This is an optimization exercise on Yosys and OpenROAD, whose aim is small area and a short achievable clock period, not a production implementation. In this exercise RTL edits were held to simulation tests only and were not proved equivalent to the original.

==> 11-09: inputs <==
// framer_o
module framer_o(
    input mclk,  
    input wclk,
    input [23:0] chan1,
    input [23:0] chan2,
    input [23:0] chan3,
    input [23:0] chan4,
    input [23:0] chan5,
    input [23:0] chan6,
    input [23:0] chan7,
    input [23:0] chan8,
    input [3:0] user,
    output reg adat
);
export LEC_CHECK = 0
export CAP_MARGIN = 20
export CORE_MARGIN = 2
export CORE_UTILIZATION = 40
export PLACE_DENSITY = 0.6
export SETUP_SLACK_MARGIN = 4.1
export SLEW_MARGIN = 20
export SYNTH_HIERARCHICAL = 1
create_clock -name core_clock -period 6.0 [get_ports {mclk}]
standard.sh (not shown) runs the stock make flow with config.mk's settings and CLKGATE_MAP_FILE= SYNTH_SCRIPT=/design/flow/synth_recipe.tcl, a recipe that flattens the netlist after the stock synthesis.
==> flow/flow/run.sh <==
#!/bin/bash
# The standard layout, with plain buf_1 cells as the port buffers and
# each channel's input pins kept together (flow/io.tcl)
set -euo pipefail
bash standard.sh "BUFFER_PORTS_ARGS=-buffer_cell sky130_fd_sc_hd__buf_1" \
  "IO_CONSTRAINTS=$PWD/flow/io.tcl" \
  finish > standard_flow.log 2>&1
==> flow/flow/io.tcl <==
# Keep each channel's input pins together, in bit order, so that each
# channel's selection logic can sit next to its pins.
set_io_pin_constraint -group -order -pin_names {chan1\[0\] chan1\[1\] chan1\[2\] chan1\[3\] chan1\[4\] chan1\[5\] chan1\[6\] chan1\[7\] chan1\[8\] chan1\[9\] chan1\[10\] chan1\[11\] chan1\[12\] chan1\[13\] chan1\[14\] chan1\[15\] chan1\[16\] chan1\[17\] chan1\[18\] chan1\[19\] chan1\[20\] chan1\[21\] chan1\[22\] chan1\[23\]}
set_io_pin_constraint -group -order -pin_names {chan2\[0\] chan2\[1\] chan2\[2\] chan2\[3\] chan2\[4\] chan2\[5\] chan2\[6\] chan2\[7\] chan2\[8\] chan2\[9\] chan2\[10\] chan2\[11\] chan2\[12\] chan2\[13\] chan2\[14\] chan2\[15\] chan2\[16\] chan2\[17\] chan2\[18\] chan2\[19\] chan2\[20\] chan2\[21\] chan2\[22\] chan2\[23\]}
set_io_pin_constraint -group -order -pin_names {chan3\[0\] chan3\[1\] chan3\[2\] chan3\[3\] chan3\[4\] chan3\[5\] chan3\[6\] chan3\[7\] chan3\[8\] chan3\[9\] chan3\[10\] chan3\[11\] chan3\[12\] chan3\[13\] chan3\[14\] chan3\[15\] chan3\[16\] chan3\[17\] chan3\[18\] chan3\[19\] chan3\[20\] chan3\[21\] chan3\[22\] chan3\[23\]}
set_io_pin_constraint -group -order -pin_names {chan4\[0\] chan4\[1\] chan4\[2\] chan4\[3\] chan4\[4\] chan4\[5\] chan4\[6\] chan4\[7\] chan4\[8\] chan4\[9\] chan4\[10\] chan4\[11\] chan4\[12\] chan4\[13\] chan4\[14\] chan4\[15\] chan4\[16\] chan4\[17\] chan4\[18\] chan4\[19\] chan4\[20\] chan4\[21\] chan4\[22\] chan4\[23\]}
set_io_pin_constraint -group -order -pin_names {chan5\[0\] chan5\[1\] chan5\[2\] chan5\[3\] chan5\[4\] chan5\[5\] chan5\[6\] chan5\[7\] chan5\[8\] chan5\[9\] chan5\[10\] chan5\[11\] chan5\[12\] chan5\[13\] chan5\[14\] chan5\[15\] chan5\[16\] chan5\[17\] chan5\[18\] chan5\[19\] chan5\[20\] chan5\[21\] chan5\[22\] chan5\[23\]}
set_io_pin_constraint -group -order -pin_names {chan6\[0\] chan6\[1\] chan6\[2\] chan6\[3\] chan6\[4\] chan6\[5\] chan6\[6\] chan6\[7\] chan6\[8\] chan6\[9\] chan6\[10\] chan6\[11\] chan6\[12\] chan6\[13\] chan6\[14\] chan6\[15\] chan6\[16\] chan6\[17\] chan6\[18\] chan6\[19\] chan6\[20\] chan6\[21\] chan6\[22\] chan6\[23\]}
set_io_pin_constraint -group -order -pin_names {chan7\[0\] chan7\[1\] chan7\[2\] chan7\[3\] chan7\[4\] chan7\[5\] chan7\[6\] chan7\[7\] chan7\[8\] chan7\[9\] chan7\[10\] chan7\[11\] chan7\[12\] chan7\[13\] chan7\[14\] chan7\[15\] chan7\[16\] chan7\[17\] chan7\[18\] chan7\[19\] chan7\[20\] chan7\[21\] chan7\[22\] chan7\[23\]}
set_io_pin_constraint -group -order -pin_names {chan8\[0\] chan8\[1\] chan8\[2\] chan8\[3\] chan8\[4\] chan8\[5\] chan8\[6\] chan8\[7\] chan8\[8\] chan8\[9\] chan8\[10\] chan8\[11\] chan8\[12\] chan8\[13\] chan8\[14\] chan8\[15\] chan8\[16\] chan8\[17\] chan8\[18\] chan8\[19\] chan8\[20\] chan8\[21\] chan8\[22\] chan8\[23\]}
==> inputs of 01-24, as changes to 11-09 <==
==> flow/flow/run.sh (replaced) <==
#!/bin/bash
# The standard layout, with plain buf_1 cells as the port buffers and no
# dummy loads in the clock tree
set -euo pipefail
bash standard.sh "BUFFER_PORTS_ARGS=-buffer_cell sky130_fd_sc_hd__buf_1" \
  "CTS_ARGS=-sink_clustering_enable -repair_clock_nets -dont_use_dummy_load" \
  finish > standard_flow.log 2>&1
removed: flow/flow/io.tcl
==> flow_summary.json <==
{
  "error_line": "[ERROR PPL-0061] Pins {chan1\\[0\\] chan1\\[1\\] chan1\\[2\\] chan1\\[3\\] chan1\\[4\\] chan1\\[5\\] chan1\\[6\\] chan1\\[7\\] chan1\\[8\\] chan1\\[9\\] chan1\\[10\\] chan1\\[11\\] chan1\\[12\\...",
  "synthCells": 213,
  "failing_step": "floorplan",
  "outcome": "aborted with a tool error",
  "rows": 24
}
the above is filed under 11-09

==> flow_summary.json <==
{
  "synthCells": 213,
  "outcome": "no timing/DRC/antenna violations",
  "rows": 24,
  "netSwitchingPower_uw": 162.4,
  "dr_wl_met2_um": 4430
}
the above is filed under 01-24

separate check: timing with driven ports:
The results above use ideal ports. As a check the final layout listed here was re-extracted and re-timed, cells and wires unchanged.
Step 1 assumes that a clkbuf_16 drives the clock port and a buf_2 every other input.
Step 2, shift: input delay + t, output delay - t, t = (earliest + latest rising clock arrival at the registers) / 2. This alone moves slack from input paths to output paths.
Slacks: no drivers / after step 1 / after step 2; pairs: no drivers / after step 1.
run: 01-24
t, ns: 0.279
setup slack, ns: 4.027 / 4.030 / 3.751
worst setup path after step 2: input to register
pins driven straight from the clock port: 1
After both steps 01-24 still meets setup and hold. The setup slack of 01-24 moves by +0.003 ns with the drivers and by -0.276 ns with both steps.
